This is an optimization exercise on Yosys and OpenROAD, whose aim is small area, not a production implementation. The RTL was checked by simulation tests, not by an equivalence proof against the original design. Power and IR drop assume default switching activity.

## design/flow/run.sh

```bash
#!/bin/bash
# synth_recipe.tcl (not shown) runs the flow's synth.tcl, then flattens the netlist and writes it again
# the make line also repeats each setting of config.mk as NAME=value (left out here)
make -C /OpenROAD-flow-scripts/flow DESIGN_CONFIG=/design/flow/config.mk WORK_HOME=/design/flow/orfs CLKGATE_MAP_FILE= SYNTH_SCRIPT=/design/flow/synth_recipe.tcl finish
```

## design/flow/config.mk

```make
export PLATFORM = sky130hd
export DESIGN_NAME = wave_wrapper
export DESIGN_NICKNAME = wave_wrapper
export VERILOG_FILES = /design/flow/design.v
export SDC_FILE = /design/flow/constraint.sdc
export NUM_CORES = 8
export LEC_CHECK = 0
export ABC_AREA = 1
export CAP_MARGIN = 20
export CORE_MARGIN = 2
export CORE_UTILIZATION = 40
export SLEW_MARGIN = 20
```

## design/flow/constraint.sdc

```tcl
create_clock -name core_clock -period 10.0 [get_ports {clk}]
set_input_delay 2.0000 -clock core_clock [delete_from_list [all_inputs] [get_ports {clk}]]
set_output_delay 2.0000 -clock core_clock [all_outputs]
set_load 0.01 [all_outputs]
```

## design/flow/design.v

```verilog
module sin_quarter (
    input  wire [5:0]  j,
    output reg  [14:0] m
);
    always @(*) begin
        case (j)
            6'd0: m = 15'h0000;
            6'd1: m = 15'h0324;
            6'd2: m = 15'h0648;
            6'd3: m = 15'h096A;
            6'd4: m = 15'h0C8C;
            6'd5: m = 15'h0FAB;
            6'd6: m = 15'h12C8;
            6'd7: m = 15'h15E2;
            6'd8: m = 15'h18F9;
            6'd9: m = 15'h1C0B;
            6'd10: m = 15'h1F1A;
            6'd11: m = 15'h2223;
            6'd12: m = 15'h2528;
            6'd13: m = 15'h2826;
            6'd14: m = 15'h2B1F;
            6'd15: m = 15'h2E11;
            6'd16: m = 15'h30FB;
            6'd17: m = 15'h33DF;
            6'd18: m = 15'h36BA;
            6'd19: m = 15'h398C;
            6'd20: m = 15'h3C56;
            6'd21: m = 15'h3F17;
            6'd22: m = 15'h41CE;
            6'd23: m = 15'h447A;
            6'd24: m = 15'h471C;
            6'd25: m = 15'h49B4;
            6'd26: m = 15'h4C3F;
            6'd27: m = 15'h4EBF;
            6'd28: m = 15'h5133;
            6'd29: m = 15'h539B;
            6'd30: m = 15'h55F5;
            6'd31: m = 15'h5842;
            6'd32: m = 15'h5A82;
            6'd33: m = 15'h5CB3;
            6'd34: m = 15'h5ED7;
            6'd35: m = 15'h60EB;
            6'd36: m = 15'h62F1;
            6'd37: m = 15'h64E8;
            6'd38: m = 15'h66CF;
            6'd39: m = 15'h68A6;
            6'd40: m = 15'h6A6D;
            6'd41: m = 15'h6C23;
            6'd42: m = 15'h6DC9;
            6'd43: m = 15'h6F5E;
            6'd44: m = 15'h70E2;
            6'd45: m = 15'h7254;
            6'd46: m = 15'h73B5;
            6'd47: m = 15'h7504;
            6'd48: m = 15'h7641;
            6'd49: m = 15'h776B;
            6'd50: m = 15'h7884;
            6'd51: m = 15'h7989;
            6'd52: m = 15'h7A7C;
            6'd53: m = 15'h7B5C;
            6'd54: m = 15'h7C29;
            6'd55: m = 15'h7CE3;
            6'd56: m = 15'h7D89;
            6'd57: m = 15'h7E1D;
            6'd58: m = 15'h7E9C;
            6'd59: m = 15'h7F09;
            6'd60: m = 15'h7F61;
            6'd61: m = 15'h7FA6;
            6'd62: m = 15'h7FD8;
            6'd63: m = 15'h7FF5;
            default: m = 15'h0000;
        endcase
    end
endmodule
module ecg_table (
    input  wire [7:0] a,
    output wire [15:0] q
);
    wire new_n25, new_n26, new_n27, new_n28, new_n29, new_n30, new_n31, new_n32;
    wire new_n33, new_n34, new_n35, new_n36, new_n37, new_n38, new_n39, new_n40;
    wire new_n41, new_n42, new_n43, new_n44, new_n45, new_n46, new_n47, new_n48;
    wire new_n49, new_n50, new_n51, new_n52, new_n53, new_n54, new_n55, new_n56;
    wire new_n57, new_n58, new_n59, new_n60, new_n61, new_n62, new_n63, new_n64;
    wire new_n65, new_n66, new_n67, new_n68, new_n69, new_n70, new_n71, new_n72;
    wire new_n73, new_n74, new_n75, new_n76, new_n77, new_n78, new_n79, new_n80;
    wire new_n81, new_n82, new_n83, new_n84, new_n85, new_n86, new_n87, new_n88;
    wire new_n89, new_n90, new_n91, new_n92, new_n93, new_n94, new_n95, new_n96;
    wire new_n97, new_n98, new_n99, new_n100, new_n101, new_n102, new_n103, new_n104;
    wire new_n105, new_n106, new_n107, new_n108, new_n109, new_n110, new_n111, new_n112;
    wire new_n113, new_n114, new_n115, new_n116, new_n117, new_n118, new_n119, new_n120;
    wire new_n121, new_n122, new_n123, new_n124, new_n125, new_n126, new_n127, new_n128;
    wire new_n129, new_n130, new_n131, new_n132, new_n134, new_n135, new_n136, new_n137;
    wire new_n138, new_n139, new_n140, new_n141, new_n142, new_n143, new_n144, new_n145;
    wire new_n146, new_n147, new_n148, new_n149, new_n150, new_n151, new_n152, new_n153;
    wire new_n154, new_n155, new_n156, new_n157, new_n158, new_n159, new_n160, new_n161;
    wire new_n162, new_n163, new_n164, new_n165, new_n166, new_n167, new_n168, new_n169;
    wire new_n170, new_n171, new_n172, new_n173, new_n174, new_n175, new_n176, new_n177;
    wire new_n178, new_n179, new_n180, new_n181, new_n182, new_n183, new_n184, new_n185;
    wire new_n186, new_n187, new_n188, new_n189, new_n190, new_n191, new_n192, new_n193;
    wire new_n194, new_n195, new_n196, new_n197, new_n198, new_n199, new_n200, new_n201;
    wire new_n202, new_n203, new_n204, new_n205, new_n207, new_n208, new_n209, new_n210;
    wire new_n211, new_n212, new_n213, new_n214, new_n215, new_n216, new_n217, new_n218;
    wire new_n219, new_n220, new_n221, new_n222, new_n223, new_n224, new_n225, new_n226;
    wire new_n227, new_n228, new_n229, new_n230, new_n231, new_n232, new_n233, new_n234;
    wire new_n235, new_n236, new_n237, new_n238, new_n239, new_n240, new_n241, new_n242;
    wire new_n243, new_n244, new_n245, new_n246, new_n247, new_n248, new_n249, new_n250;
    wire new_n251, new_n252, new_n253, new_n254, new_n255, new_n256, new_n257, new_n258;
    wire new_n259, new_n260, new_n261, new_n262, new_n263, new_n264, new_n265, new_n266;
    wire new_n267, new_n268, new_n269, new_n270, new_n271, new_n273, new_n274, new_n275;
    wire new_n276, new_n277, new_n278, new_n279, new_n280, new_n281, new_n282, new_n283;
    wire new_n284, new_n285, new_n286, new_n287, new_n288, new_n289, new_n290, new_n291;
    wire new_n292, new_n293, new_n294, new_n295, new_n296, new_n297, new_n298, new_n299;
    wire new_n300, new_n301, new_n302, new_n303, new_n304, new_n305, new_n306, new_n307;
    wire new_n308, new_n309, new_n310, new_n311, new_n312, new_n313, new_n314, new_n315;
    wire new_n316, new_n317, new_n318, new_n319, new_n320, new_n321, new_n322, new_n323;
    wire new_n324, new_n325, new_n326, new_n327, new_n328, new_n330, new_n331, new_n332;
    wire new_n333, new_n334, new_n335, new_n336, new_n337, new_n338, new_n339, new_n340;
    wire new_n341, new_n342, new_n343, new_n344, new_n345, new_n346, new_n347, new_n348;
    wire new_n349, new_n350, new_n351, new_n352, new_n353, new_n354, new_n355, new_n356;
    wire new_n357, new_n358, new_n359, new_n360, new_n361, new_n362, new_n363, new_n364;
    wire new_n365, new_n366, new_n367, new_n368, new_n369, new_n370, new_n371, new_n372;
    wire new_n374, new_n375, new_n376, new_n377, new_n378, new_n379, new_n380, new_n381;
    wire new_n382, new_n383, new_n384, new_n385, new_n386, new_n387, new_n388, new_n389;
    wire new_n390, new_n391, new_n392, new_n393, new_n394, new_n395, new_n396, new_n397;
    wire new_n398, new_n399, new_n400, new_n401, new_n402, new_n403, new_n404, new_n405;
    wire new_n406, new_n407, new_n408, new_n409, new_n410, new_n411, new_n412, new_n413;
    wire new_n414, new_n415, new_n416, new_n417, new_n418, new_n419, new_n420, new_n421;
    wire new_n422, new_n423, new_n425, new_n426, new_n427, new_n428, new_n429, new_n430;
    wire new_n431, new_n432, new_n433, new_n434, new_n435, new_n436, new_n437, new_n438;
    wire new_n439, new_n440, new_n441, new_n442, new_n443, new_n444, new_n445, new_n446;
    wire new_n447, new_n448, new_n449, new_n450, new_n451, new_n452, new_n453, new_n454;
    wire new_n455, new_n456, new_n457, new_n458, new_n459, new_n460, new_n461, new_n463;
    wire new_n464, new_n465, new_n466, new_n467, new_n468, new_n469, new_n470, new_n471;
    wire new_n472, new_n473, new_n474, new_n475, new_n476, new_n477, new_n478, new_n479;
    wire new_n480, new_n481, new_n482, new_n483, new_n484, new_n485, new_n486, new_n487;
    wire new_n488, new_n489, new_n490, new_n491, new_n492, new_n493, new_n494, new_n495;
    wire new_n496, new_n497, new_n499, new_n500, new_n501, new_n502, new_n503, new_n504;
    wire new_n505, new_n506, new_n507, new_n508, new_n509, new_n510, new_n511, new_n512;
    wire new_n513, new_n514, new_n515, new_n516, new_n517, new_n518, new_n519, new_n520;
    wire new_n521, new_n522, new_n523, new_n524, new_n525, new_n526, new_n527, new_n528;
    wire new_n529, new_n530, new_n532, new_n533, new_n534, new_n535, new_n536, new_n537;
    wire new_n538, new_n539, new_n540, new_n541, new_n542, new_n543, new_n544, new_n545;
    wire new_n546, new_n547, new_n548, new_n549, new_n550, new_n551, new_n552, new_n553;
    wire new_n554, new_n555, new_n556, new_n557, new_n558, new_n560, new_n561, new_n562;
    wire new_n563, new_n564, new_n565, new_n566, new_n567, new_n568, new_n569, new_n570;
    wire new_n571, new_n572, new_n573, new_n574, new_n575, new_n576, new_n577, new_n578;
    wire new_n579, new_n580, new_n581, new_n582, new_n583, new_n584, new_n585, new_n586;
    wire new_n587, new_n588, new_n589, new_n590, new_n592, new_n593, new_n594, new_n595;
    wire new_n596, new_n597, new_n598, new_n599, new_n600, new_n601, new_n602, new_n603;
    wire new_n604, new_n605, new_n606, new_n607, new_n608, new_n609, new_n610, new_n611;
    wire new_n612, new_n613, new_n615, new_n616, new_n617, new_n618, new_n619, new_n620;
    wire new_n621, new_n622, new_n623, new_n624, new_n625, new_n626, new_n627, new_n628;
    wire new_n629, new_n631, new_n632, new_n633, new_n634, new_n635, new_n636, new_n637;
    wire new_n638, new_n639, new_n640, new_n641, new_n643, new_n644, new_n645, new_n646;
    wire new_n647, new_n648, new_n650, new_n651;
    assign new_n25 = a[0] & a[1];
    assign new_n26 = ~a[0] & ~a[1];
    assign new_n27 = ~a[0] & ~a[2];
    assign new_n28 = a[2] & ~new_n26;
    assign new_n29 = ~new_n27 & ~new_n28;
    assign new_n30 = a[4] & ~new_n29;
    assign new_n31 = ~new_n26 & new_n30;
    assign new_n32 = ~new_n25 & new_n31;
    assign new_n33 = a[1] & ~a[3];
    assign new_n34 = new_n27 & ~new_n33;
    assign new_n35 = ~a[4] & ~new_n25;
    assign new_n36 = ~new_n34 & new_n35;
    assign new_n37 = ~a[3] & a[4];
    assign new_n38 = new_n25 & new_n37;
    assign new_n39 = ~a[5] & ~new_n38;
    assign new_n40 = ~new_n36 & new_n39;
    assign new_n41 = ~new_n32 & new_n40;
    assign new_n42 = a[0] & a[2];
    assign new_n43 = a[1] & new_n42;
    assign new_n44 = ~new_n27 & ~new_n43;
    assign new_n45 = ~a[3] & ~new_n44;
    assign new_n46 = a[2] & new_n26;
    assign new_n47 = a[1] & a[3];
    assign new_n48 = ~new_n27 & ~new_n42;
    assign new_n49 = new_n47 & new_n48;
    assign new_n50 = ~new_n46 & ~new_n49;
    assign new_n51 = ~new_n45 & new_n50;
    assign new_n52 = ~a[4] & ~new_n51;
    assign new_n53 = ~a[0] & a[2];
    assign new_n54 = a[3] & ~new_n53;
    assign new_n55 = a[4] & ~new_n54;
    assign new_n56 = ~a[0] & a[1];
    assign new_n57 = a[2] & ~new_n56;
    assign new_n58 = new_n55 & new_n57;
    assign new_n59 = a[5] & ~new_n58;
    assign new_n60 = ~new_n52 & new_n59;
    assign new_n61 = ~a[6] & ~new_n60;
    assign new_n62 = ~new_n41 & new_n61;
    assign new_n63 = a[1] & a[2];
    assign new_n64 = ~a[1] & ~a[2];
    assign new_n65 = ~new_n63 & ~new_n64;
    assign new_n66 = ~a[3] & ~new_n65;
    assign new_n67 = ~a[0] & new_n66;
    assign new_n68 = new_n27 & new_n47;
    assign new_n69 = a[4] & ~new_n68;
    assign new_n70 = a[0] & a[3];
    assign new_n71 = ~new_n63 & new_n70;
    assign new_n72 = ~new_n69 & ~new_n71;
    assign new_n73 = ~new_n67 & new_n72;
    assign new_n74 = a[1] & ~a[2];
    assign new_n75 = a[3] & new_n74;
    assign new_n76 = a[4] & ~new_n75;
    assign new_n77 = new_n67 & new_n76;
    assign new_n78 = ~a[5] & ~new_n77;
    assign new_n79 = ~new_n73 & new_n78;
    assign new_n80 = a[0] & ~new_n65;
    assign new_n81 = ~new_n53 & ~new_n80;
    assign new_n82 = ~a[3] & ~a[4];
    assign new_n83 = a[5] & new_n82;
    assign new_n84 = ~new_n81 & new_n83;
    assign new_n85 = a[6] & ~new_n84;
    assign new_n86 = ~new_n79 & new_n85;
    assign new_n87 = ~new_n62 & ~new_n86;
    assign new_n88 = a[7] & ~new_n87;
    assign new_n89 = ~a[1] & a[2];
    assign new_n90 = ~a[3] & ~new_n89;
    assign new_n91 = ~new_n53 & new_n90;
    assign new_n92 = ~new_n25 & new_n28;
    assign new_n93 = ~a[2] & ~new_n56;
    assign new_n94 = ~new_n92 & ~new_n93;
    assign new_n95 = ~new_n64 & ~new_n94;
    assign new_n96 = a[3] & ~new_n95;
    assign new_n97 = ~new_n91 & ~new_n96;
    assign new_n98 = a[4] & ~new_n97;
    assign new_n99 = ~a[2] & ~new_n25;
    assign new_n100 = a[3] & ~new_n99;
    assign new_n101 = ~a[4] & new_n100;
    assign new_n102 = ~new_n28 & new_n101;
    assign new_n103 = ~new_n98 & ~new_n102;
    assign new_n104 = a[5] & ~new_n103;
    assign new_n105 = ~a[4] & ~a[5];
    assign new_n106 = a[0] & ~a[1];
    assign new_n107 = a[2] & ~new_n106;
    assign new_n108 = ~a[3] & ~new_n107;
    assign new_n109 = a[2] & a[3];
    assign new_n110 = ~new_n47 & ~new_n109;
    assign new_n111 = new_n44 & ~new_n110;
    assign new_n112 = ~new_n108 & ~new_n111;
    assign new_n113 = new_n44 & new_n112;
    assign new_n114 = new_n105 & new_n113;
    assign new_n115 = a[6] & ~new_n114;
    assign new_n116 = ~new_n104 & new_n115;
    assign new_n117 = ~a[3] & new_n94;
    assign new_n118 = a[4] & ~new_n117;
    assign new_n119 = a[3] & new_n80;
    assign new_n120 = new_n118 & ~new_n119;
    assign new_n121 = ~a[4] & ~new_n42;
    assign new_n122 = ~new_n82 & ~new_n121;
    assign new_n123 = ~new_n45 & ~new_n122;
    assign new_n124 = a[5] & ~new_n123;
    assign new_n125 = ~new_n120 & new_n124;
    assign new_n126 = a[4] & ~a[5];
    assign new_n127 = new_n106 & new_n109;
    assign new_n128 = new_n126 & new_n127;
    assign new_n129 = ~a[6] & ~new_n128;
    assign new_n130 = ~new_n125 & new_n129;
    assign new_n131 = ~new_n116 & ~new_n130;
    assign new_n132 = ~a[7] & ~new_n131;
    assign q[0] = ~new_n88 & ~new_n132;
    assign new_n134 = ~a[2] & new_n26;
    assign new_n135 = ~new_n25 & ~new_n26;
    assign new_n136 = ~a[3] & new_n135;
    assign new_n137 = ~new_n134 & ~new_n136;
    assign new_n138 = new_n105 & ~new_n137;
    assign new_n139 = new_n31 & new_n54;
    assign new_n140 = ~new_n42 & new_n101;
    assign new_n141 = ~new_n38 & ~new_n140;
    assign new_n142 = ~new_n139 & new_n141;
    assign new_n143 = a[5] & ~new_n142;
    assign new_n144 = ~new_n138 & ~new_n143;
    assign new_n145 = a[6] & ~new_n144;
    assign new_n146 = ~a[3] & new_n42;
    assign new_n147 = ~a[1] & ~a[3];
    assign new_n148 = a[0] & new_n147;
    assign new_n149 = a[4] & ~new_n148;
    assign new_n150 = ~new_n146 & new_n149;
    assign new_n151 = a[3] & new_n81;
    assign new_n152 = new_n150 & ~new_n151;
    assign new_n153 = new_n42 & new_n47;
    assign new_n154 = ~a[4] & ~new_n153;
    assign new_n155 = a[0] & ~a[2];
    assign new_n156 = a[3] & new_n155;
    assign new_n157 = ~new_n53 & ~new_n147;
    assign new_n158 = ~new_n156 & new_n157;
    assign new_n159 = new_n154 & new_n158;
    assign new_n160 = a[5] & ~a[6];
    assign new_n161 = ~new_n159 & new_n160;
    assign new_n162 = ~new_n152 & new_n161;
    assign new_n163 = a[2] & new_n56;
    assign new_n164 = ~a[5] & ~a[6];
    assign new_n165 = a[3] & a[4];
    assign new_n166 = new_n164 & new_n165;
    assign new_n167 = new_n163 & new_n166;
    assign new_n168 = ~a[7] & ~new_n167;
    assign new_n169 = ~new_n162 & new_n168;
    assign new_n170 = ~new_n145 & new_n169;
    assign new_n171 = ~new_n31 & ~new_n165;
    assign new_n172 = ~new_n49 & ~new_n171;
    assign new_n173 = ~a[3] & new_n26;
    assign new_n174 = ~a[3] & ~new_n99;
    assign new_n175 = ~new_n173 & ~new_n174;
    assign new_n176 = ~a[2] & ~new_n26;
    assign new_n177 = ~new_n46 & ~new_n176;
    assign new_n178 = ~a[4] & ~new_n177;
    assign new_n179 = new_n175 & new_n178;
    assign new_n180 = ~a[5] & ~new_n179;
    assign new_n181 = ~new_n172 & new_n180;
    assign new_n182 = ~new_n63 & ~new_n155;
    assign new_n183 = new_n83 & new_n182;
    assign new_n184 = ~new_n181 & ~new_n183;
    assign new_n185 = a[6] & ~new_n184;
    assign new_n186 = ~a[3] & ~new_n95;
    assign new_n187 = ~new_n156 & ~new_n186;
    assign new_n188 = a[4] & ~new_n187;
    assign new_n189 = ~new_n29 & ~new_n137;
    assign new_n190 = ~a[4] & ~new_n49;
    assign new_n191 = ~new_n189 & new_n190;
    assign new_n192 = new_n160 & ~new_n191;
    assign new_n193 = ~new_n188 & new_n192;
    assign new_n194 = ~a[3] & new_n27;
    assign new_n195 = new_n76 & ~new_n194;
    assign new_n196 = ~new_n173 & new_n195;
    assign new_n197 = a[3] & ~new_n107;
    assign new_n198 = ~a[3] & ~new_n48;
    assign new_n199 = ~a[4] & ~new_n198;
    assign new_n200 = ~new_n197 & new_n199;
    assign new_n201 = new_n164 & ~new_n200;
    assign new_n202 = ~new_n196 & new_n201;
    assign new_n203 = a[7] & ~new_n202;
    assign new_n204 = ~new_n193 & new_n203;
    assign new_n205 = ~new_n185 & new_n204;
    assign q[1] = ~new_n170 & ~new_n205;
    assign new_n207 = ~a[2] & ~new_n135;
    assign new_n208 = a[3] & new_n207;
    assign new_n209 = ~new_n127 & ~new_n208;
    assign new_n210 = new_n118 & new_n209;
    assign new_n211 = ~a[3] & new_n93;
    assign new_n212 = a[3] & new_n63;
    assign new_n213 = ~a[4] & ~new_n212;
    assign new_n214 = ~new_n156 & new_n213;
    assign new_n215 = ~new_n211 & new_n214;
    assign new_n216 = a[5] & ~new_n215;
    assign new_n217 = ~new_n210 & new_n216;
    assign new_n218 = new_n126 & new_n153;
    assign new_n219 = ~a[7] & ~new_n218;
    assign new_n220 = ~new_n217 & new_n219;
    assign new_n221 = ~new_n46 & ~new_n208;
    assign new_n222 = ~a[3] & ~new_n43;
    assign new_n223 = ~new_n26 & new_n222;
    assign new_n224 = ~a[4] & ~new_n223;
    assign new_n225 = new_n221 & new_n224;
    assign new_n226 = ~a[3] & new_n28;
    assign new_n227 = a[4] & ~new_n226;
    assign new_n228 = a[3] & ~new_n63;
    assign new_n229 = ~new_n99 & new_n228;
    assign new_n230 = new_n227 & ~new_n229;
    assign new_n231 = a[5] & ~new_n230;
    assign new_n232 = ~new_n225 & new_n231;
    assign new_n233 = a[3] & new_n53;
    assign new_n234 = a[3] & new_n64;
    assign new_n235 = ~new_n233 & ~new_n234;
    assign new_n236 = ~new_n25 & ~new_n155;
    assign new_n237 = new_n235 & new_n236;
    assign new_n238 = new_n72 & ~new_n237;
    assign new_n239 = a[4] & ~new_n173;
    assign new_n240 = ~new_n233 & new_n239;
    assign new_n241 = ~a[5] & ~new_n240;
    assign new_n242 = ~new_n238 & new_n241;
    assign new_n243 = a[7] & ~new_n242;
    assign new_n244 = ~new_n232 & new_n243;
    assign new_n245 = ~a[6] & ~new_n244;
    assign new_n246 = ~new_n220 & new_n245;
    assign new_n247 = ~a[3] & new_n80;
    assign new_n248 = a[3] & new_n28;
    assign new_n249 = a[4] & ~new_n248;
    assign new_n250 = ~new_n247 & new_n249;
    assign new_n251 = a[3] & ~new_n176;
    assign new_n252 = ~new_n53 & new_n251;
    assign new_n253 = ~a[3] & ~new_n134;
    assign new_n254 = ~a[4] & ~new_n253;
    assign new_n255 = ~new_n252 & new_n254;
    assign new_n256 = ~a[5] & ~new_n255;
    assign new_n257 = ~new_n250 & new_n256;
    assign new_n258 = ~a[2] & ~new_n106;
    assign new_n259 = new_n83 & new_n258;
    assign new_n260 = a[7] & ~new_n259;
    assign new_n261 = ~new_n257 & new_n260;
    assign new_n262 = new_n55 & ~new_n223;
    assign new_n263 = a[5] & ~new_n190;
    assign new_n264 = ~new_n262 & new_n263;
    assign new_n265 = ~a[5] & new_n82;
    assign new_n266 = ~new_n46 & ~new_n99;
    assign new_n267 = new_n265 & new_n266;
    assign new_n268 = ~a[7] & ~new_n267;
    assign new_n269 = ~new_n264 & new_n268;
    assign new_n270 = a[6] & ~new_n269;
    assign new_n271 = ~new_n261 & new_n270;
    assign q[2] = new_n246 | new_n271;
    assign new_n273 = ~new_n56 & new_n197;
    assign new_n274 = ~a[4] & ~new_n273;
    assign new_n275 = ~new_n63 & new_n136;
    assign new_n276 = new_n274 & ~new_n275;
    assign new_n277 = ~new_n25 & new_n65;
    assign new_n278 = new_n37 & ~new_n277;
    assign new_n279 = new_n70 & ~new_n74;
    assign new_n280 = a[4] & ~new_n279;
    assign new_n281 = ~new_n251 & new_n280;
    assign new_n282 = ~new_n278 & new_n281;
    assign new_n283 = a[5] & ~new_n282;
    assign new_n284 = ~new_n276 & new_n283;
    assign new_n285 = ~new_n93 & ~new_n107;
    assign new_n286 = ~new_n75 & new_n121;
    assign new_n287 = ~new_n252 & new_n286;
    assign new_n288 = ~new_n285 & new_n287;
    assign new_n289 = ~a[3] & ~new_n106;
    assign new_n290 = new_n65 & new_n289;
    assign new_n291 = ~new_n92 & ~new_n290;
    assign new_n292 = new_n227 & ~new_n291;
    assign new_n293 = ~a[5] & ~new_n292;
    assign new_n294 = ~new_n288 & new_n293;
    assign new_n295 = ~new_n284 & ~new_n294;
    assign new_n296 = ~a[6] & ~new_n295;
    assign new_n297 = a[3] & new_n95;
    assign new_n298 = new_n149 & ~new_n297;
    assign new_n299 = ~new_n93 & new_n289;
    assign new_n300 = new_n54 & ~new_n207;
    assign new_n301 = ~a[4] & ~new_n300;
    assign new_n302 = ~new_n299 & new_n301;
    assign new_n303 = ~a[5] & ~new_n302;
    assign new_n304 = ~new_n298 & new_n303;
    assign new_n305 = new_n64 & new_n83;
    assign new_n306 = a[6] & ~new_n305;
    assign new_n307 = ~new_n304 & new_n306;
    assign new_n308 = ~new_n296 & ~new_n307;
    assign new_n309 = a[7] & ~new_n308;
    assign new_n310 = ~new_n46 & ~new_n80;
    assign new_n311 = a[3] & ~new_n310;
    assign new_n312 = ~new_n67 & ~new_n311;
    assign new_n313 = ~a[4] & ~new_n312;
    assign new_n314 = a[3] & new_n285;
    assign new_n315 = ~new_n146 & ~new_n314;
    assign new_n316 = ~new_n148 & new_n315;
    assign new_n317 = a[4] & ~new_n316;
    assign new_n318 = new_n160 & ~new_n317;
    assign new_n319 = ~new_n313 & new_n318;
    assign new_n320 = ~new_n63 & ~new_n134;
    assign new_n321 = new_n265 & new_n320;
    assign new_n322 = a[5] & ~new_n82;
    assign new_n323 = ~new_n106 & new_n322;
    assign new_n324 = ~new_n34 & new_n323;
    assign new_n325 = ~new_n321 & ~new_n324;
    assign new_n326 = a[6] & ~new_n325;
    assign new_n327 = ~a[7] & ~new_n326;
    assign new_n328 = ~new_n319 & new_n327;
    assign q[3] = ~new_n309 & ~new_n328;
    assign new_n330 = ~a[3] & new_n320;
    assign new_n331 = a[3] & ~new_n320;
    assign new_n332 = ~new_n330 & ~new_n331;
    assign new_n333 = ~new_n108 & ~new_n332;
    assign new_n334 = ~a[4] & ~new_n70;
    assign new_n335 = ~new_n333 & new_n334;
    assign new_n336 = new_n165 & new_n277;
    assign new_n337 = ~new_n37 & ~new_n336;
    assign new_n338 = ~new_n223 & ~new_n337;
    assign new_n339 = a[6] & ~new_n338;
    assign new_n340 = ~new_n335 & new_n339;
    assign new_n341 = ~new_n153 & ~new_n171;
    assign new_n342 = ~new_n74 & new_n198;
    assign new_n343 = ~new_n100 & ~new_n342;
    assign new_n344 = ~a[1] & ~new_n343;
    assign new_n345 = ~a[4] & ~new_n344;
    assign new_n346 = ~a[6] & ~new_n345;
    assign new_n347 = ~new_n341 & new_n346;
    assign new_n348 = ~new_n340 & ~new_n347;
    assign new_n349 = ~a[5] & ~new_n348;
    assign new_n350 = new_n30 & ~new_n253;
    assign new_n351 = new_n199 & ~new_n234;
    assign new_n352 = new_n160 & ~new_n351;
    assign new_n353 = ~new_n350 & new_n352;
    assign new_n354 = ~new_n349 & ~new_n353;
    assign new_n355 = a[7] & ~new_n354;
    assign new_n356 = ~a[4] & ~new_n111;
    assign new_n357 = a[5] & ~new_n356;
    assign new_n358 = ~new_n112 & ~new_n140;
    assign new_n359 = new_n357 & ~new_n358;
    assign new_n360 = new_n105 & new_n147;
    assign new_n361 = new_n48 & new_n360;
    assign new_n362 = ~new_n359 & ~new_n361;
    assign new_n363 = a[6] & ~new_n362;
    assign new_n364 = ~new_n67 & ~new_n153;
    assign new_n365 = a[4] & ~new_n364;
    assign new_n366 = new_n82 & ~new_n285;
    assign new_n367 = ~new_n28 & ~new_n110;
    assign new_n368 = new_n160 & ~new_n367;
    assign new_n369 = ~new_n366 & new_n368;
    assign new_n370 = ~new_n365 & new_n369;
    assign new_n371 = ~new_n363 & ~new_n370;
    assign new_n372 = ~a[7] & ~new_n371;
    assign q[4] = new_n355 | new_n372;
    assign new_n374 = ~a[4] & ~new_n56;
    assign new_n375 = ~new_n110 & new_n374;
    assign new_n376 = new_n176 & ~new_n234;
    assign new_n377 = a[4] & ~new_n127;
    assign new_n378 = ~new_n376 & new_n377;
    assign new_n379 = ~new_n375 & ~new_n378;
    assign new_n380 = a[5] & ~new_n379;
    assign new_n381 = new_n155 & new_n265;
    assign new_n382 = ~new_n380 & ~new_n381;
    assign new_n383 = a[6] & ~new_n382;
    assign new_n384 = ~new_n63 & ~new_n186;
    assign new_n385 = ~new_n297 & new_n384;
    assign new_n386 = ~a[3] & new_n43;
    assign new_n387 = ~a[4] & ~new_n386;
    assign new_n388 = ~new_n385 & new_n387;
    assign new_n389 = new_n93 & ~new_n147;
    assign new_n390 = ~new_n117 & ~new_n389;
    assign new_n391 = a[4] & ~new_n390;
    assign new_n392 = new_n160 & ~new_n391;
    assign new_n393 = ~new_n388 & new_n392;
    assign new_n394 = ~new_n383 & ~new_n393;
    assign new_n395 = ~a[7] & ~new_n394;
    assign new_n396 = ~new_n42 & ~new_n110;
    assign new_n397 = a[5] & new_n396;
    assign new_n398 = ~new_n30 & ~new_n165;
    assign new_n399 = ~new_n397 & ~new_n398;
    assign new_n400 = ~a[6] & ~new_n399;
    assign new_n401 = new_n222 & ~new_n277;
    assign new_n402 = a[3] & ~new_n44;
    assign new_n403 = new_n105 & ~new_n402;
    assign new_n404 = ~new_n401 & new_n403;
    assign new_n405 = new_n110 & new_n175;
    assign new_n406 = ~a[4] & a[5];
    assign new_n407 = ~new_n46 & new_n406;
    assign new_n408 = ~new_n405 & new_n407;
    assign new_n409 = ~new_n404 & ~new_n408;
    assign new_n410 = new_n400 & new_n409;
    assign new_n411 = ~a[5] & a[6];
    assign new_n412 = a[3] & new_n94;
    assign new_n413 = ~new_n27 & new_n136;
    assign new_n414 = ~a[4] & ~new_n413;
    assign new_n415 = ~new_n412 & new_n414;
    assign new_n416 = ~new_n53 & new_n66;
    assign new_n417 = a[4] & ~new_n47;
    assign new_n418 = ~new_n233 & new_n417;
    assign new_n419 = ~new_n416 & new_n418;
    assign new_n420 = ~new_n415 & ~new_n419;
    assign new_n421 = new_n411 & ~new_n420;
    assign new_n422 = ~new_n410 & ~new_n421;
    assign new_n423 = a[7] & ~new_n422;
    assign q[5] = new_n395 | new_n423;
    assign new_n425 = ~new_n42 & new_n253;
    assign new_n426 = new_n280 & ~new_n425;
    assign new_n427 = new_n357 & ~new_n426;
    assign new_n428 = new_n99 & new_n265;
    assign new_n429 = ~new_n427 & ~new_n428;
    assign new_n430 = a[6] & ~new_n429;
    assign new_n431 = ~new_n25 & new_n228;
    assign new_n432 = new_n118 & ~new_n431;
    assign new_n433 = ~new_n91 & ~new_n207;
    assign new_n434 = ~a[4] & ~new_n433;
    assign new_n435 = new_n160 & ~new_n434;
    assign new_n436 = ~new_n432 & new_n435;
    assign new_n437 = ~a[7] & ~new_n436;
    assign new_n438 = ~new_n430 & new_n437;
    assign new_n439 = new_n221 & ~new_n416;
    assign new_n440 = a[4] & ~new_n439;
    assign new_n441 = a[3] & ~new_n134;
    assign new_n442 = ~new_n25 & new_n441;
    assign new_n443 = ~a[4] & ~new_n416;
    assign new_n444 = ~new_n442 & new_n443;
    assign new_n445 = ~new_n440 & ~new_n444;
    assign new_n446 = new_n411 & ~new_n445;
    assign new_n447 = ~new_n198 & new_n417;
    assign new_n448 = new_n48 & new_n289;
    assign new_n449 = new_n274 & ~new_n448;
    assign new_n450 = ~new_n447 & ~new_n449;
    assign new_n451 = a[5] & ~new_n450;
    assign new_n452 = ~a[3] & ~new_n163;
    assign new_n453 = ~new_n27 & new_n452;
    assign new_n454 = ~a[4] & ~new_n453;
    assign new_n455 = new_n37 & ~new_n177;
    assign new_n456 = ~a[5] & ~new_n455;
    assign new_n457 = ~new_n454 & new_n456;
    assign new_n458 = ~a[6] & ~new_n457;
    assign new_n459 = ~new_n451 & new_n458;
    assign new_n460 = a[7] & ~new_n459;
    assign new_n461 = ~new_n446 & new_n460;
    assign q[6] = ~new_n438 & ~new_n461;
    assign new_n463 = ~new_n46 & new_n280;
    assign new_n464 = ~new_n117 & new_n463;
    assign new_n465 = new_n301 & ~new_n452;
    assign new_n466 = ~a[6] & ~new_n465;
    assign new_n467 = ~new_n464 & new_n466;
    assign new_n468 = ~new_n153 & ~new_n234;
    assign new_n469 = new_n175 & new_n468;
    assign new_n470 = a[4] & ~new_n469;
    assign new_n471 = a[6] & ~new_n375;
    assign new_n472 = ~new_n470 & new_n471;
    assign new_n473 = a[5] & ~new_n472;
    assign new_n474 = ~new_n467 & new_n473;
    assign new_n475 = ~new_n63 & new_n82;
    assign new_n476 = new_n411 & new_n475;
    assign new_n477 = ~new_n330 & new_n476;
    assign new_n478 = ~a[7] & ~new_n477;
    assign new_n479 = ~new_n474 & new_n478;
    assign new_n480 = ~new_n186 & ~new_n252;
    assign new_n481 = ~new_n26 & new_n35;
    assign new_n482 = new_n480 & new_n481;
    assign new_n483 = a[4] & ~new_n480;
    assign new_n484 = a[5] & ~new_n483;
    assign new_n485 = ~new_n482 & new_n484;
    assign new_n486 = ~new_n148 & new_n154;
    assign new_n487 = new_n177 & new_n486;
    assign new_n488 = new_n456 & ~new_n487;
    assign new_n489 = ~a[6] & ~new_n488;
    assign new_n490 = ~new_n485 & new_n489;
    assign new_n491 = ~new_n106 & new_n228;
    assign new_n492 = new_n454 & ~new_n491;
    assign new_n493 = a[4] & new_n343;
    assign new_n494 = ~new_n492 & ~new_n493;
    assign new_n495 = new_n411 & ~new_n494;
    assign new_n496 = a[7] & ~new_n495;
    assign new_n497 = ~new_n490 & new_n496;
    assign q[7] = ~new_n479 & ~new_n497;
    assign new_n499 = a[4] & new_n290;
    assign new_n500 = ~a[4] & ~new_n233;
    assign new_n501 = ~new_n285 & new_n500;
    assign new_n502 = ~new_n499 & ~new_n501;
    assign new_n503 = ~a[5] & ~new_n502;
    assign new_n504 = ~new_n25 & ~new_n396;
    assign new_n505 = ~new_n113 & new_n504;
    assign new_n506 = a[4] & ~new_n505;
    assign new_n507 = new_n274 & ~new_n386;
    assign new_n508 = a[5] & ~new_n507;
    assign new_n509 = ~new_n506 & new_n508;
    assign new_n510 = ~new_n503 & ~new_n509;
    assign new_n511 = ~a[6] & ~new_n510;
    assign new_n512 = new_n65 & new_n82;
    assign new_n513 = ~new_n56 & new_n512;
    assign new_n514 = a[3] & ~new_n135;
    assign new_n515 = new_n121 & new_n514;
    assign new_n516 = ~new_n278 & ~new_n515;
    assign new_n517 = ~new_n513 & new_n516;
    assign new_n518 = new_n411 & ~new_n517;
    assign new_n519 = ~new_n511 & ~new_n518;
    assign new_n520 = a[7] & ~new_n519;
    assign new_n521 = new_n150 & new_n209;
    assign new_n522 = new_n214 & ~new_n222;
    assign new_n523 = ~a[6] & ~new_n522;
    assign new_n524 = ~new_n521 & new_n523;
    assign new_n525 = a[6] & ~new_n101;
    assign new_n526 = a[4] & new_n315;
    assign new_n527 = new_n525 & ~new_n526;
    assign new_n528 = a[5] & ~a[7];
    assign new_n529 = ~new_n527 & new_n528;
    assign new_n530 = ~new_n524 & new_n529;
    assign q[8] = new_n520 | new_n530;
    assign new_n532 = ~new_n211 & new_n287;
    assign new_n533 = new_n37 & ~new_n56;
    assign new_n534 = ~new_n80 & new_n533;
    assign new_n535 = ~new_n532 & ~new_n534;
    assign new_n536 = new_n411 & ~new_n535;
    assign new_n537 = ~new_n90 & ~new_n233;
    assign new_n538 = ~a[4] & ~new_n537;
    assign new_n539 = ~new_n455 & ~new_n538;
    assign new_n540 = new_n164 & ~new_n539;
    assign new_n541 = new_n37 & ~new_n310;
    assign new_n542 = new_n47 & new_n121;
    assign new_n543 = ~new_n336 & ~new_n542;
    assign new_n544 = ~new_n541 & new_n543;
    assign new_n545 = new_n160 & ~new_n544;
    assign new_n546 = ~new_n540 & ~new_n545;
    assign new_n547 = ~new_n536 & new_n546;
    assign new_n548 = a[7] & ~new_n547;
    assign new_n549 = a[6] & new_n528;
    assign new_n550 = ~a[4] & new_n111;
    assign new_n551 = ~new_n195 & ~new_n550;
    assign new_n552 = new_n549 & ~new_n551;
    assign new_n553 = ~new_n47 & new_n332;
    assign new_n554 = a[4] & ~new_n553;
    assign new_n555 = ~a[6] & new_n528;
    assign new_n556 = ~new_n301 & new_n555;
    assign new_n557 = ~new_n554 & new_n556;
    assign new_n558 = ~new_n552 & ~new_n557;
    assign q[9] = new_n548 | ~new_n558;
    assign new_n560 = new_n35 & new_n109;
    assign new_n561 = ~new_n285 & ~new_n491;
    assign new_n562 = new_n69 & ~new_n561;
    assign new_n563 = ~new_n560 & ~new_n562;
    assign new_n564 = a[5] & ~new_n563;
    assign new_n565 = ~a[3] & ~new_n28;
    assign new_n566 = new_n126 & new_n565;
    assign new_n567 = ~new_n90 & ~new_n514;
    assign new_n568 = new_n105 & ~new_n567;
    assign new_n569 = ~new_n566 & ~new_n568;
    assign new_n570 = ~new_n564 & new_n569;
    assign new_n571 = ~a[6] & ~new_n570;
    assign new_n572 = ~new_n147 & ~new_n212;
    assign new_n573 = ~new_n208 & new_n572;
    assign new_n574 = ~a[4] & ~new_n573;
    assign new_n575 = ~a[3] & new_n99;
    assign new_n576 = a[4] & ~new_n575;
    assign new_n577 = new_n411 & ~new_n576;
    assign new_n578 = ~new_n574 & new_n577;
    assign new_n579 = ~new_n571 & ~new_n578;
    assign new_n580 = a[7] & ~new_n579;
    assign new_n581 = ~a[4] & ~new_n100;
    assign new_n582 = new_n549 & ~new_n581;
    assign new_n583 = ~new_n75 & ~new_n401;
    assign new_n584 = a[4] & ~new_n583;
    assign new_n585 = new_n582 & ~new_n584;
    assign new_n586 = a[4] & new_n109;
    assign new_n587 = new_n555 & ~new_n586;
    assign new_n588 = new_n320 & new_n587;
    assign new_n589 = ~new_n581 & new_n588;
    assign new_n590 = ~new_n585 & ~new_n589;
    assign q[10] = new_n580 | ~new_n590;
    assign new_n592 = ~new_n66 & ~new_n251;
    assign new_n593 = a[6] & new_n105;
    assign new_n594 = ~new_n592 & new_n593;
    assign new_n595 = ~new_n66 & ~new_n194;
    assign new_n596 = a[4] & ~new_n331;
    assign new_n597 = new_n595 & new_n596;
    assign new_n598 = a[5] & ~new_n154;
    assign new_n599 = ~new_n597 & new_n598;
    assign new_n600 = new_n235 & new_n595;
    assign new_n601 = new_n105 & ~new_n600;
    assign new_n602 = ~new_n566 & ~new_n601;
    assign new_n603 = ~new_n599 & new_n602;
    assign new_n604 = ~a[6] & ~new_n603;
    assign new_n605 = ~new_n594 & ~new_n604;
    assign new_n606 = a[7] & ~new_n605;
    assign new_n607 = new_n149 & ~new_n367;
    assign new_n608 = new_n525 & ~new_n607;
    assign new_n609 = a[4] & new_n441;
    assign new_n610 = ~new_n213 & ~new_n609;
    assign new_n611 = ~a[6] & ~new_n610;
    assign new_n612 = new_n528 & ~new_n611;
    assign new_n613 = ~new_n608 & new_n612;
    assign q[11] = new_n606 | new_n613;
    assign new_n615 = ~new_n290 & ~new_n396;
    assign new_n616 = a[4] & ~new_n615;
    assign new_n617 = new_n582 & ~new_n616;
    assign new_n618 = new_n90 & ~new_n155;
    assign new_n619 = ~new_n96 & ~new_n618;
    assign new_n620 = new_n105 & ~new_n619;
    assign new_n621 = a[5] & ~new_n441;
    assign new_n622 = new_n576 & new_n621;
    assign new_n623 = ~new_n566 & ~new_n622;
    assign new_n624 = ~new_n620 & new_n623;
    assign new_n625 = ~a[6] & ~new_n624;
    assign new_n626 = ~new_n109 & ~new_n475;
    assign new_n627 = new_n593 & new_n626;
    assign new_n628 = ~new_n625 & ~new_n627;
    assign new_n629 = a[7] & ~new_n628;
    assign q[12] = new_n617 | new_n629;
    assign new_n631 = ~new_n64 & new_n165;
    assign new_n632 = ~new_n43 & new_n631;
    assign new_n633 = new_n582 & ~new_n632;
    assign new_n634 = ~new_n54 & new_n320;
    assign new_n635 = new_n105 & ~new_n634;
    assign new_n636 = a[5] & new_n609;
    assign new_n637 = ~new_n566 & ~new_n636;
    assign new_n638 = ~new_n635 & new_n637;
    assign new_n639 = ~a[6] & ~new_n638;
    assign new_n640 = ~new_n476 & ~new_n639;
    assign new_n641 = a[7] & ~new_n640;
    assign q[13] = new_n633 | new_n641;
    assign new_n643 = a[4] & ~new_n565;
    assign new_n644 = a[7] & new_n164;
    assign new_n645 = ~new_n643 & new_n644;
    assign new_n646 = ~new_n512 & new_n645;
    assign new_n647 = ~new_n63 & new_n631;
    assign new_n648 = new_n582 & ~new_n647;
    assign q[14] = new_n646 | new_n648;
    assign new_n650 = ~new_n475 & new_n645;
    assign new_n651 = new_n582 & ~new_n631;
    assign q[15] = new_n650 | new_n651;
endmodule
module wave_wrapper(
 input clk,
 input rst,
 input enable,
 input [2:0] wave_in_wrapper,
 input [2:0] amp_wrapper,
 input [1:0] dc_wrapper,
 input [1:0] sel_f_wrapper,
 input [1:0] noise_sel,
 input [2:0] noise_amp,
 output [23:0] wave_out
);
 reg  [7:0] dcnt;
 reg        clk_en;
 reg  [7:0] dlast;
 wire [7:0] dinc;
 always @(*) begin
  case (sel_f_wrapper)
   2'b00: dlast = 8'd194;
   2'b01: dlast = 8'd38;
   2'b10: dlast = 8'd3;
   default: dlast = 8'd1;
  endcase
 end
 rca #(8) u_dinc (.a(dcnt), .b(8'd0), .ci(1'b1), .s(dinc), .co());
 wire dhit = (dcnt == dlast);
 always @(posedge clk) begin
  dcnt   <= (rst | dhit) ? 8'd0 : dinc;
  clk_en <= ~rst & dhit;
 end
 reg r1, r2, c1, c2;
 reg [7:0] aqq;
 always @(posedge clk) begin
  r1 <= rst;
  r2 <= r1;
  c1 <= clk_en;
  c2 <= c1;
 end
 wire [7:0] ainc;
 rca #(8) u_ainc (.a(aqq), .b(8'd0), .ci(c2), .s(ainc), .co());
 wire [7:0] aprev = r2 ? 8'd0 : ainc;           
 always @(posedge clk) aqq <= aprev;
 wire [2:0] anow_t;
 rca #(3) u_anow (.a(aprev[7:5]), .b(3'd0), .ci(c1 & (&aprev[4:0])), .s(anow_t), .co());
 wire [2:0] anow = r1 ? 3'd0 : anow_t;          
 reg level;
 reg below;
 always @(*) begin
  case (dc_wrapper)
   2'b00: below = (anow == 3'd0);
   2'b01: below = (anow[2:1] == 2'd0);
   2'b10: below = ~anow[2];
   default: below = ~(anow[2] & anow[1]);
  endcase
 end
 always @(posedge clk) level <= below;
 reg [11:0] step_up;
 reg [15:0] step_dn_neg;
 always @(*) begin
  case (sel_f_wrapper)
   2'b00: begin step_up = 12'd2048; step_dn_neg = 16'hFEDC; end   
   2'b01: begin step_up = 12'd1024; step_dn_neg = 16'hFEAB; end   
   2'b10: begin step_up = 12'd512;  step_dn_neg = 16'hFE00; end   
   default: begin step_up = 12'd341; step_dn_neg = 16'hFC00; end  
  endcase
 end
 reg  [15:0] saw;
 wire [15:0] saw_sum;
 rca #(16) u_saw (.a(saw), .b(clk_en ? {4'd0, step_up} : 16'd0), .ci(1'b0), .s(saw_sum), .co());
 always @(posedge clk)
  saw <= (rst | (clk_en & ~level)) ? 16'h8000 : saw_sum;
 reg  [15:0] trig;
 wire [15:0] trig_sum;
 wire [15:0] trig_step = ~clk_en ? 16'd0 : level ? {4'd0, step_up} : step_dn_neg;
 rca #(16) u_trig (.a(trig), .b(trig_step), .ci(1'b0), .s(trig_sum), .co());
 wire trig_ovf = clk_en & (level ? (~trig[15] & trig_sum[15]) : (trig[15] & ~trig_sum[15]));
 always @(posedge clk)
  trig <= rst ? 16'h8000 : trig_ovf ? {~level, {15{level}}} : trig_sum;
 wire        sgn = aqq[7];
 wire [5:0]  jneg;
 rca #(6) u_jneg (.a(~aqq[5:0]), .b(6'd0), .ci(1'b1), .s(jneg), .co());
 wire [5:0]  j = aqq[6] ? jneg : aqq[5:0];
 wire        top = aqq[6] & ~(|aqq[5:0]);
 wire [14:0] mq;
 sin_quarter u_sin (.j(j), .m(mq));
 wire [14:0] mag = mq | {15{top}};
 wire [15:0] ecg;
 ecg_table u_ecg (.a(aqq), .q(ecg));
 wire ws0 = (wave_in_wrapper == 3'd0);
 wire ws1 = (wave_in_wrapper == 3'd1);
 wire ws2 = (wave_in_wrapper == 3'd2);
 wire ws3 = (wave_in_wrapper == 3'd3);
 wire ws4 = (wave_in_wrapper == 3'd4);
 wire [15:0] wave = ({16{ws0}} & {~level, {15{level}}})
                  | ({16{ws1}} & saw)
                  | ({16{ws2}} & trig)
                  | ({16{ws3}} & ({1'b0, mag} ^ {16{sgn}}))
                  | ({16{ws4}} & ecg);
 wire wfill = ws3 & sgn;
 wire wm2 = ~rst & (amp_wrapper == 3'd2);
 wire wm1 = ~rst & (amp_wrapper == 3'd1);
 wire wp1 = ~rst & (amp_wrapper == 3'd3);
 wire wp2 = ~rst & (amp_wrapper == 3'd4);
 wire w0  = ~rst & ~(amp_wrapper == 3'd1 | amp_wrapper == 3'd2 | amp_wrapper == 3'd3 | amp_wrapper == 3'd4);
 wire noff = rst | enable;
 wire nm2 = ~noff & (noise_amp == 3'd2);
 wire nm1 = ~noff & (noise_amp == 3'd1);
 wire np1 = ~noff & (noise_amp == 3'd3);
 wire np2 = ~noff & (noise_amp == 3'd4);
 wire n0  = ~noff & ~(noise_amp == 3'd1 | noise_amp == 3'd2 | noise_amp == 3'd3 | noise_amp == 3'd4);
 wire [17:0] wsc, nsc;
 shifter u_wsh (.x(wave), .fill(wfill), .m2(wm2), .m1(wm1), .z(w0), .p1(wp1), .p2(wp2), .y(wsc));
 reg  [15:0] lfsr;
 shifter u_nsh (.x(lfsr), .fill(1'b0), .m2(nm2), .m1(nm1), .z(n0), .p1(np1), .p2(np2), .y(nsc));
 wire cin = ws3 & sgn & (w0 | wp1 | wp2 | (wm1 & ~mag[0]) | (wm2 & ~mag[0] & ~mag[1]));
 wire [9:0] lo;
 wire       c10;
 rca #(10) u_lo (.a(wsc[9:0]), .b(nsc[9:0]), .ci(cin), .s(lo), .co(c10));
 reg  [9:0] lo_r;
 reg        c10_r;
 reg  [7:0] wh_r, nh_r;
 always @(posedge clk) begin
  lo_r  <= lo;
  c10_r <= c10;
  wh_r  <= wsc[17:10];
  nh_r  <= nsc[17:10];
 end
 wire [8:0] hi;
 rca #(9) u_hi (.a({wh_r[7], wh_r}), .b({nh_r[7], nh_r}), .ci(c10_r), .s(hi), .co());
 assign wave_out = {{5{hi[8]}}, hi, lo_r};
 reg  [15:0] ncnt;
 reg         nen;
 reg  [15:0] nlast;
 wire [15:0] ninc;
 always @(*) begin
  case (noise_sel)
   2'b00: nlast = 16'd2499;
   2'b01: nlast = 16'd499;
   2'b10: nlast = 16'd249;
   default: nlast = 16'd124;
  endcase
 end
 rca #(16) u_ninc (.a(ncnt), .b(16'd0), .ci(1'b1), .s(ninc), .co());
 wire nhit = (ncnt == nlast);
 always @(posedge clk) begin
  ncnt <= (rst | nhit) ? 16'd0 : ninc;
  nen  <= ~rst & nhit;
 end
 always @(posedge clk) begin
  if (rst)
   lfsr <= 16'hAD38;
  else if (nen)
   lfsr <= {lfsr[15] ^ lfsr[13] ^ lfsr[12] ^ lfsr[10], lfsr[15:1]};
 end
endmodule
module rca #(parameter W = 8) (
 input  [W-1:0] a,
 input  [W-1:0] b,
 input          ci,
 output [W-1:0] s,
 output         co
);
 wire [W:0] c;
 assign c[0] = ci;
 genvar i;
 generate
  for (i = 0; i < W; i = i + 1) begin : bit_
   assign s[i]   = a[i] ^ b[i] ^ c[i];
   assign c[i+1] = (a[i] & b[i]) | (c[i] & (a[i] ^ b[i]));
  end
 endgenerate
 assign co = c[W];
endmodule
module shifter (
 input  [15:0] x,
 input         fill,
 input         m2, m1, z, p1, p2,
 output [17:0] y
);
 wire [21:0] e = {{4{x[15]}}, x, fill, fill};    
 genvar i;
 generate
  for (i = 0; i < 18; i = i + 1) begin : bit_
   assign y[i] = (m2 & e[i+4]) | (m1 & e[i+3]) | (z & e[i+2]) | (p1 & e[i+1]) | (p2 & e[i]);
  end
 endgenerate
endmodule
```

==> results.rst <==
.. list-table::
   :header-rows: 1

   * - Metric
     - Value
   * - Status
     - complete, no violations
   * - Detailed-route wire length
     - 41.0 mm
   * - Mapped cell area
     - 11000 um2
   * - Count of buffers added by post-CTS timing repair for setup
     - 0
   * - Synthesis-to-finish area growth
     - 10.7%
   * - Actual transition at the worst max-transition pin
     - 0.833 ns
   * - Sum Neg Setup Slack
     - 0 ns
   * - Cell type with the largest total area after synthesis
     - sky130_fd_sc_hd__dfxtp_1
   * - Starting utilization of the core area
     - 40.7%
   * - Dominant combinational cell family by area after synthesis
     - simple AND/OR/NAND/NOR gates
   * - Count of unresolved DRC violations after routing
     - 0
   * - Final net count
     - 1896
   * - Critical path's largest stage delay
     - 0.58 ns
   * - Buffer levels on the longest clock path
     - 2
   * - Multiplexer share of the synthesized area
     - 0%
   * - Total power density per cell area
     - 103 nW/um2
   * - DR vias/cell
     - 5.64
   * - Most used cell along the critical path
     - sky130_fd_sc_hd__fa_1
   * - Number of endpoints failing setup at the final stage
     - 0
   * - Total overflow reported by the global router
     - 0
   * - Max H-tree Level
     - 4
   * - Largest net degree at the start of global routing
     - 43
   * - Syn_area_per_cell
     - 6.24 um2
   * - Maximum clock frequency
     - 111 MHz
   * - Layout cells sized above 1
     - 5.51%
   * - Hold violation count in the final report
     - 0
   * - Final Cycle Share
     - 90.5%
   * - Share of Yosys cell area claimed by the top area cell type
     - 20.8%
   * - Post-Synth Simple-Gate Area
     - 36.4%
   * - Synthesized flop and latch total
     - 114
   * - Peak supply drop
     - 0.0811 mV
   * - Worst EP required
     - 10.35 ns
   * - Kind of end point of the critical path
     - flip-flop
   * - Number of top-level pins
     - 42
   * - Number of gates resized after cts
     - 0
   * - Vias in the first global route
     - 11300
   * - Number of buffers inserted for hold repair after clock tree synthesis
     - 0
   * - Die X-Extent
     - 170 um
   * - Type of the worst setup path
     - in -> reg
   * - TritonCTS clock tree
     - built
   * - Site row count
     - 60
   * - Adder and majority gate portion of the synthesized area
     - 15.6%
   * - Maximum clock skew at final layout
     - 0.0194 ns
   * - Number of antenna violations at the first check in global routing
     - 1
   * - Critical path startpoint category
     - input pin
   * - Critical path fanouts, max
     - 15
   * - Fraction of synthesized cell area in xor and xnor cells
     - 0.719%
   * - Total Routing Usage GR
     - 29.0%
   * - Net count after synthesis
     - 1889
   * - Synth top area cells
     - sky130_fd_sc_hd__dfxtp_1, sky130_fd_sc_hd__nand2_1, sky130_fd_sc_hd__ha_1
   * - Number of different library cells in the post-synthesis netlist
     - 54
   * - Cells after Synth
     - 1758
   * - CP max stage cell
     - sky130_fd_sc_hd__clkdlybuf4s50_1
   * - Max Cap Violations
     - 0
   * - Classification of the worst-slack hold path
     - reg -> reg
   * - Most common cell after layout, fill and taps aside
     - sky130_fd_sc_hd__nand2_1
   * - Number of clock sinks
     - 114
   * - Max-slew violation count
     - 0
   * - Data arrival time of the worst path
     - 9.40 ns
   * - Wire length of the first global-routing pass
     - 64.2 mm
   * - Max-slew headroom
     - 44.3%
   * - Ys Warns
     - 2
   * - Die Area
     - 28800 um2
   * - Post-DR wirelength/cell
     - 19.4 um
   * - DR vias
     - 12000
   * - Count of nets left with antenna violations after detail routing
     - 0
   * - Die Y
     - 170 um
   * - Part of the Yosys area used for sequential elements
     - 20.8%
   * - Commonest cells after routing, fill and taps aside
     - sky130_fd_sc_hd__nand2_1, sky130_fd_sc_hd__inv_1, sky130_fd_sc_hd__nor2_1
   * - Number of design-rule violations left by the first detailed-router iteration
     - 1512
   * - Placeable Area
     - 27000 um2
   * - Total leakage power
     - 5.94 nW
   * - Clock transition at the registers of the reported paths
     - 0.06 ns
   * - Setup repair after global routing missed its margin
     - no
   * - Pre-Repair DR Iteration Count
     - 6
   * - Dpl hpwl
     - 31.1 mm
   * - Root Buffer Master
     - sky130_fd_sc_hd__clkbuf_16
   * - Final weighted congestion in routability-driven placement
     - 1.01
   * - Count of input and output buffers
     - 41
   * - Cts bufs inserted
     - 17
   * - Compound-cell area share of the yosys netlist
     - 14.2%
   * - Minimum clock period
     - 9.05 ns
   * - Overall Power
     - 0.00125 W
   * - Later-pin clock latency in the skew report
     - 0.43 ns
-- flip-flops by register name, indices dropped and copies added (netlist names), 8 cells and up --
register and flops:
wh_r 8, aqq 8, lfsr 16, nh_r 8, lo_r 10, dcnt 8, ncnt 16, saw 16
trig 16
-- layer usage --
layer  track usage (%)  vias to the layer above  wire length [um]
li1                  -                     5697                 -
met1              40.2                     5498             18000
met2              43.5                      640             17300
met3              5.92                      121              3980
met4              12.4                        2              1670
met5                 0                        -                13
-- path summary, 6_finish.rpt --
check / start / endpoint / slack, ns / cells past startpoint
setup / recovery: sel_f_wrapper[1] / trig[8] / 0.95 / 32
hold / removal: c1 / c2 / 0.37 / 0
setup reg to reg: aqq[0] / lo_r[9] / 1.84 / 29
hold reg to reg: c1 / c2 / 0.37 / 0
-- through the flow --
step                setup slack [ns]  instances  hold slack [ns]  cell area, um2  utilization (%)
finish                         0.954       2120            0.372           12100             45.0
global route                   0.412       2119            0.386           12100             45.0
CTS                            0.966       2119            0.377           12100             45.0
detailed placement             0.559       2087            0.366           11500             42.8
global placement               0.727       2087            0.368           11500             42.8
floorplan                       1.71       1758            0.331           11000                -
-- power breakdown --
part / total [W] / switching (W) / leakage [nW] / internal, W
registers: 0.000475 / 0.00000747 / 0.925 / 0.000468
logic: 0.000174 / 0.000110 / 4.73 / 0.0000641
clock network: 0.000605 / 0.000252 / 0.285 / 0.000353
total: 0.00125 / 0.000369 / 5.94 / 0.000885
-- worst max-delay path: cells and delay by family --
family                   cells  cell delay [ns]
adder cells (fa/ha/maj)     15             4.87
AO/OA/AOI/OAI                2             0.33
AND/OR/NAND/NOR              5             0.95
buffers and inverters       10             1.24
-- logic make-up (layout without fill, tap and decap cells) --
| kind of cell | count (synthesis) | count (layout) |
|---|---|---|
| and+or+nand+nor | 939 | 939 |
| buffers and inverters | 316 | 336 |
| AOI/OAI and AO/OA | 267 | 267 |
| DFF | 114 | 114 |
| adders and majority gates | 113 | 113 |
| xor gates and xnor gates | 9 | 9 |
| other | 0 | 1 |
-- layout make-up --
class	instances	area (um2)
Inverter	241	907
Tap cell	341	427
Clock buffer	17	425
Clock inverter	15	163
Sequential cell	114	2280
Antenna cell	1	2.50
Fill cell	2905	14800
Timing Repair Buffer	63	576
Multi-Input combinational cell	1328	7360
-- Yosys cell counts, drive strengths merged --
cell type / instances
o22ai: 22
nor3b: 1
o2111ai: 2
fa: 40
inv: 239
nor4b: 1
nand3b: 4
xor2: 3
ha: 73
o2111a: 1
a311oi: 1
nand2b: 1
a31oi: 10
buf: 40
or2: 1
dfxtp: 114
nand2: 548
o21ai: 85
o21bai: 2
a221oi: 14
a211oi: 6
o211ai: 12
clkinv: 2
o221ai: 7
clkbuf: 35
a21oi: 101
a22oi: 1
nor3: 12
o31ai: 1
a2111o: 1
nand3: 159
xnor2: 6
nor2: 177
nand4: 28
a2111oi: 1
nor4: 7

==> separate check: timing with driven ports <==
No port has a modelled driver above. Below, the same layout with a new extraction and two added sets of constraints. Step 1 sets driving cells, clkbuf_16 on the clock port and buf_2 on the other inputs (assumed; they add their load-dependent delay and slew). Step 2 also shifts input and output timing later by t, the mid clock arrival at the registers, as if the neighbouring blocks saw the same clock. Slacks: ideal ports / drivers / drivers and shift; pairs: ideal ports / drivers.
t (ns): 0.468
setup slack, ns: 0.954 / 0.975 / 0.508
hold slack, ns: 0.372 / 0.372 / 0.372
clock arrival spread, ns: 0.021 / 0.021
worst data-port slew with drivers (ns): 0.06
After both steps this run still meets setup and hold. For this run, drivers alone change the setup slack by +0.021 ns; drivers and shift together by -0.446 ns.
